Context: an optimization exercise on an open-source flow, tuned for small area. The choices shown serve that exercise and are no tape-out recipe. Only simulation tests tie the RTL to the original design; equivalence was not proved. Power is estimated from default activity; no workload was simulated.

## main
module main(
    input clock,
    input [7:0] Instruction,
    input reset,
    output [7:0] read_address,
    output [6:0] BCD_output1,
    output [6:0] BCD_output2,
    output [6:0] BCD_output3,
    output [6:0] BCD_output4
    );
    reg  [7:0] pc;
    reg  [7:0] r0, r1, r2, r3;
    reg        ready;
    reg        m1b0;             
    wire is_lw, is_sw, is_addj;
    wire [3:0] sa, sb, we;
    blk_dec u_dec (.I(Instruction), .is_lw(is_lw), .is_sw(is_sw), .is_addj(is_addj),
                   .sa(sa), .sb(sb), .we(we));
    wire [7:0] a, b;
    genvar w, k, i;
    generate
        for (i = 0; i < 8; i = i + 1) begin : g_rp
            wire a012, a3, b012, b3;
            c_a222oi_1 u_a012 (.A1(sa[0]), .A2(r0[i]), .B1(sa[1]), .B2(r1[i]), .C1(sa[2]), .C2(r2[i]), .Y(a012));
            c_nand2_1  u_a3   (.A(sa[3]), .B(r3[i]), .Y(a3));
            c_nand2_1  u_a    (.A(a012), .B(a3), .Y(a[i]));
            c_a222oi_1 u_b012 (.A1(sb[0]), .A2(r0[i]), .B1(sb[1]), .B2(r1[i]), .C1(sb[2]), .C2(r2[i]), .Y(b012));
            c_nand2_1  u_b3   (.A(sb[3]), .B(r3[i]), .Y(b3));
            c_nand2_1  u_b    (.A(b012), .B(b3), .Y(b[i]));
        end
    endgenerate
    wire [7:0] addr, sum;
    wire [3:0] n_rlo, n_wlo;
    wire [7:0] n_rhi, n_whi;
    wire n_rhi0x, we_m1;
    blk_addr u_addr (.a(a), .I(Instruction), .ready(ready), .addr(addr),
                     .n_rlo(n_rlo), .n_rhi(n_rhi), .n_rhi0x(n_rhi0x),
                     .n_wlo(n_wlo), .n_whi(n_whi), .we_m1(we_m1));
    wire [7:0] cs;
    wire x7;
    c_ha_1 u_s0 (.A(a[0]), .B(b[0]), .SUM(sum[0]), .COUT(cs[1]));
    generate
        for (i = 1; i < 7; i = i + 1) begin : g_sum
            c_fa_1 u (.A(a[i]), .B(b[i]), .CIN(cs[i]), .SUM(sum[i]), .COUT(cs[i+1]));
        end
    endgenerate
    c_xnor2_1 u_s7a (.A(a[7]), .B(b[7]), .Y(x7));
    c_xnor2_1 u_s7  (.A(x7), .B(cs[7]), .Y(sum[7]));
    wire [31:0] rsel, wsel;
    wire        rsel1x;          
    generate
        for (w = 0; w < 32; w = w + 1) begin : g_sel
            c_nor2_1 u_r (.A(n_rlo[w % 4]), .B(n_rhi[w / 4]), .Y(rsel[w]));
  ...
clock: 10.0 ns
lec_check: 0
cap_margin: 20
core_margin: 2
core_utilization: 40
cts_buf_list: sky130_fd_sc_hd__clkbuf_8
cts_cluster_diameter: 60
cts_cluster_size: 16
slew_margin: 20
synth_hierarchical: 1
synth_minimum_keep_size: 0
standard.sh (not shown) runs the stock make flow with config.mk's settings and CLKGATE_MAP_FILE= SYNTH_SCRIPT=/design/flow/synth_recipe.tcl, a recipe that flattens the netlist after the stock synthesis.
==> flow/flow/run.sh <==
#!/bin/bash
set -uo pipefail
bash standard.sh 'BUFFER_PORTS_ARGS=-buffer_cell sky130_fd_sc_hd__buf_1' finish > standard_sh.log 2>&1
Then changed:
==> flow/run.sh (new file) <==
#!/bin/bash
# synth_recipe.tcl (not shown) runs the flow's synth.tcl, then flattens the netlist and writes it again
# the make line also repeats each setting of config.mk as NAME=value (left out here)
make -C /OpenROAD-flow-scripts/flow DESIGN_CONFIG=/design/flow/config.mk WORK_HOME=/design/flow/orfs CLKGATE_MAP_FILE= SYNTH_SCRIPT=/design/flow/synth_recipe.tcl finish
removed: flow/flow/run.sh
removed: flow/standard.sh
Result: Routed wire length is higher by 2.8%. Global-route usage grows by 0.18 points. Clock-buffer cell count is unchanged. Power rose by 7.9%.
Then changed:
--- a/flow/config.mk
+++ b/flow/config.mk
@@ -11,3 +11,3 @@
-export CTS_BUF_LIST = sky130_fd_sc_hd__clkbuf_8
-export CTS_CLUSTER_DIAMETER = 60
-export CTS_CLUSTER_SIZE = 16
+export CTS_BUF_LIST = sky130_fd_sc_hd__clkbuf_8 sky130_fd_sc_hd__clkbuf_16
+export CTS_CLUSTER_DIAMETER = 80
+export CTS_CLUSTER_SIZE = 20
Result: The new run went through all stages and came out clean. Core utilization rose by 0.14 points. Total power rose by 0.79%. Die area stays the same. Non-clock buffer count stays the same. Routed wire length fell by 0.85%. Clock-buffer cell count fell by 6. Synthesized area does not change. Global-route usage hardly moves. Worst setup slack degrades by 45 ps. Worst hold slack barely changes.

---

main, a different RTL version from the one above (not shown whole).
Size in the first run: about 1100 cells after synthesis, ~300 flip-flops, roughly 46 I/O pins, about 12000 µm² of cells after synthesis.
==> flow/config.mk <==
export PLATFORM = sky130hd
export DESIGN_NAME = main
export DESIGN_NICKNAME = main
export VERILOG_FILES = /design/flow/design.v
export SDC_FILE = /design/flow/constraint.sdc
export NUM_CORES = 4
export LEC_CHECK = 0
export CAP_MARGIN = 20
export CORE_MARGIN = 2
export CORE_UTILIZATION = 60
export SLEW_MARGIN = 20
export SYNTH_HIERARCHICAL = 1
export SYNTH_MINIMUM_KEEP_SIZE = 0
==> flow/constraint.sdc <==
create_clock -name core_clock -period 10.0 [get_ports {clock}]
set_input_delay 2.0000 -clock core_clock [delete_from_list [all_inputs] [get_ports {clock}]]
set_output_delay 2.0000 -clock core_clock [all_outputs]
set_load 0.01 [all_outputs]
==> flow/flow/run.sh <==
#!/bin/bash
set -uo pipefail
bash standard.sh 'BUFFER_PORTS_ARGS=-buffer_cell sky130_fd_sc_hd__buf_1' \
  'CTS_ARGS=-sink_clustering_enable -repair_clock_nets -sink_clustering_size 22 -sink_clustering_max_diameter 60 -buf_list sky130_fd_sc_hd__clkbuf_8 -dont_use_dummy_load' \
  finish > standard_sh.log 2>&1
Change:
==> flow/flow/run.sh (replaced) <==
#!/bin/bash
set -uo pipefail
bash standard.sh 'BUFFER_PORTS_ARGS=-buffer_cell sky130_fd_sc_hd__buf_1' \
  'CTS_ARGS=-sink_clustering_enable -repair_clock_nets -sink_clustering_size 20 -sink_clustering_max_diameter 60 -buf_list sky130_fd_sc_hd__clkbuf_8 -dont_use_dummy_load' \
  finish > standard_sh.log 2>&1
Area after synthesis stays the same.
Power barely changes.
Count of clock-buffer cells in the layout is unchanged.
Hold slack is about the same.

---

main, a different RTL version from the one above (not shown whole).
Size: ~1100 cells after synthesis, ~46 I/O pins, roughly 12000 µm² of cells after synthesis.
Design main, start of the top module:
module main(
    input clock,
    input [7:0] Instruction,
    input reset,
    output [7:0] read_address,
    output [6:0] BCD_output1,
    output [6:0] BCD_output2,
    output [6:0] BCD_output3,
    output [6:0] BCD_output4
    );
    reg  [7:0] pc;
    reg  [7:0] r0, r1, r2, r3;
    reg        ready;
    reg        m1b0;             
    wire is_lw, is_sw, is_addj;
    wire [3:0] sa, sb, we;
    blk_dec u_dec (.I(Instruction), .ready(ready), .is_lw(is_lw), .is_sw(is_sw), .is_addj(is_addj),
                   .sa(sa), .sb(sb), .we(we));
    wire [7:0] a, b;
    genvar w, k, i;
    generate
        for (i = 0; i < 8; i = i + 1) begin : g_rp
            wire a012, a3, b012, b3;
            c_a222oi_1 u_a012 (.A1(sa[0]), .A2(r0[i]), .B1(sa[1]), .B2(r1[i]), .C1(sa[2]), .C2(r2[i]), .Y(a012));
            c_nand2_1  u_a3   (.A(sa[3]), .B(r3[i]), .Y(a3));
            c_nand2_1  u_a    (.A(a012), .B(a3), .Y(a[i]));
            c_a222oi_1 u_b012 (.A1(sb[0]), .A2(r0[i]), .B1(sb[1]), .B2(r1[i]), .C1(sb[2]), .C2(r2[i]), .Y(b012));
  ...
export LEC_CHECK = 0
export CAP_MARGIN = 20
export CORE_MARGIN = 2
export CORE_UTILIZATION = 65
export GPL_TIMING_DRIVEN = 0
export SLEW_MARGIN = 20
export SYNTH_HIERARCHICAL = 1
export SYNTH_MINIMUM_KEEP_SIZE = 0
create_clock -name core_clock -period 10.0 [get_ports {clock}]
==> flow/flow/run.sh <==
#!/bin/bash
set -uo pipefail
bash standard.sh 'BUFFER_PORTS_ARGS=-buffer_cell sky130_fd_sc_hd__buf_1' \
  'CTS_ARGS=-sink_clustering_enable -repair_clock_nets -sink_clustering_size 20 -sink_clustering_max_diameter 60 -buf_list sky130_fd_sc_hd__clkbuf_8 -dont_use_dummy_load' \
  finish > standard_sh.log 2>&1
Then changed:
- CORE_UTILIZATION: 65 -> 55
- GPL_TIMING_DRIVEN: 0 -> not set
The changed run completed with no timing, DRC or antenna violations.
Clock-buffer cell count grows by 1.
Worst setup slack is better by 0.0076 ns.
Maximum frequency hardly moves.
Design area grows slightly.
Register-to-register slack improved by 0.05 ns.
Routed wire length went up by a little under a tenth.
Final cell count rose by a few percent.
Total power rises slightly.
Then changed:
- CAP_MARGIN: 20 -> 0
- CORE_UTILIZATION: 55 -> 60
- SLEW_MARGIN: 20 -> 0
Effect: Setup slack gains 0.15 ns; global-route usage rises by 1.7 points; wire length falls by about 2.5%; non-clock buffer count falls by 1; cell count falls by 0.75%; clock power falls by about 1%.
Then changed:
==> flow/flow/run.sh (replaced) <==
#!/bin/bash
set -uo pipefail
bash standard.sh 'BUFFER_PORTS_ARGS=-buffer_cell sky130_fd_sc_hd__buf_1' \
  'CTS_ARGS=-sink_clustering_enable -repair_clock_nets -sink_clustering_size 12 -sink_clustering_max_diameter 50 -buf_list {sky130_fd_sc_hd__clkbuf_4 sky130_fd_sc_hd__clkbuf_8} -dont_use_dummy_load' \
  finish > standard_sh.log 2>&1
- CAP_MARGIN: 0 -> 20
- SLEW_MARGIN: 0 -> 20
What happened: Sequential share of layout area came out lower by 0.46 points; power increases by 3.6%; worst setup slack is worse by 0.029 ns; sequential cell count does not change; global-route usage came out higher by 0.36 points; first-iteration DRC count is lower by 0.44%; utilization climbs by 0.64 points.

---

== main ==
main, a different RTL version from the one above (not shown whole).
Size: about 800 cells after synthesis, roughly 12,000 µm² of cells after synthesis.
==> flow/design.v (excerpt) <==
module main(
    input clock,
    input [7:0] Instruction,
    input reset,
    output [7:0] read_address,
    output [6:0] BCD_output1,
    output [6:0] BCD_output2,
    output [6:0] BCD_output3,
    output [6:0] BCD_output4
    );
export LEC_CHECK = 0
export CAP_MARGIN = 20
export CORE_MARGIN = 2
export CORE_UTILIZATION = 70
export PLACE_DENSITY = 0.78
export SLEW_MARGIN = 20
export SYNTH_HIERARCHICAL = 1
export SYNTH_MINIMUM_KEEP_SIZE = 0
create_clock -name core_clock -period 10.0 [get_ports {clock}]
==> flow/flow/run.sh <==
#!/bin/bash
set -uo pipefail
bash standard.sh 'BUFFER_PORTS_ARGS=-buffer_cell sky130_fd_sc_hd__buf_1' \
  'CTS_ARGS=-sink_clustering_enable -repair_clock_nets -sink_clustering_size 20 -sink_clustering_max_diameter 60 -buf_list sky130_fd_sc_hd__clkbuf_8 -dont_use_dummy_load' \
  finish > standard_sh.log 2>&1
Modified inputs, the feature branch compared to main
- PLACE_DENSITY no longer set, was 0.78
- CORE_UTILIZATION now 40, was 70
==> results.txt <==
The feature branch completed; timing, DRC and antenna clean. Lower total of plain and repair buffers excluding clock buffers among main and the feature branch: main. Worst slack after detailed placement, main and the feature branch: higher on the feature branch. The feature branch -> main: adder-cell area share of the yosys netlist delta 0, exact match. Taking main as the reference, in the feature branch setup slack grew by 0.060 ns; met2 layer usage reported by global route shrank by 23 points; final cell count grew by 16%. The total global routing track utilization number comes out higher for main vs the feature branch. Taking main as the reference, in the feature branch ratio of final minimum period to clock period decreased 0.60 points, total number of vias fell 2.6%, part of the total power dissipated in the clock network saw an increase.

[separate check: timing with driven ports]
The flow's constraints put no driver on any port. The routed layouts listed below were extracted and timed again, unchanged, in two steps.
Step 1 assumes that a clkbuf_16 drives the clock port and a buf_2 every other input.
Step 2 times the ports against the registers' clock, not the clock port: input delays grow and output delays shrink by t, the midpoint of the rising clock arrivals with the driver on.
Three values: ideal ports, drivers, drivers and shift; two values: the first two.
| run | t, ns | setup slack, ns | clock arrival spread, ns | cell pins on the clock port's net |
|---|---|---|---|---|
| the first run of note 1 | 0.603 | 0.488 / 0.462 / 0.462 | 0.033 / 0.032 | 1 |
| the second run of note 1 | 0.608 | 0.228 / 0.205 / 0.205 | 0.026 / 0.026 | 1 |
| the third run of note 1 | 0.548 | 0.184 / 0.160 / 0.160 | 0.019 / 0.019 | 1 |
| the first run of note 2 | 0.577 | 0.342 / 0.318 / 0.318 | 0.083 / 0.083 | 1 |
| the second run of note 2 | 0.580 | 0.489 / 0.467 / 0.467 | 0.090 / 0.089 | 1 |
| the first run of note 3 | 0.574 | 0.347 / 0.326 / 0.326 | 0.049 / 0.048 | 1 |
| the second run of note 3 | 0.583 | 0.355 / 0.335 / 0.335 | 0.095 / 0.095 | 1 |
| the third run of note 3 | 0.585 | 0.505 / 0.484 / 0.484 | 0.057 / 0.057 | 1 |
| the fourth run of note 3 | 0.601 | 0.476 / 0.455 / 0.455 | 0.062 / 0.061 | 1 |
| main | 0.558 | 0.297 / 0.276 / 0.276 | 0.066 / 0.066 | 1 |
| the feature branch | 0.585 | 0.357 / 0.335 / 0.335 | 0.053 / 0.053 | 1 |
After both steps setup and hold are still met in every run listed. For the first run of note 1, which loses most, drivers alone change the setup slack by -0.026 ns; drivers and shift together by -0.026 ns.
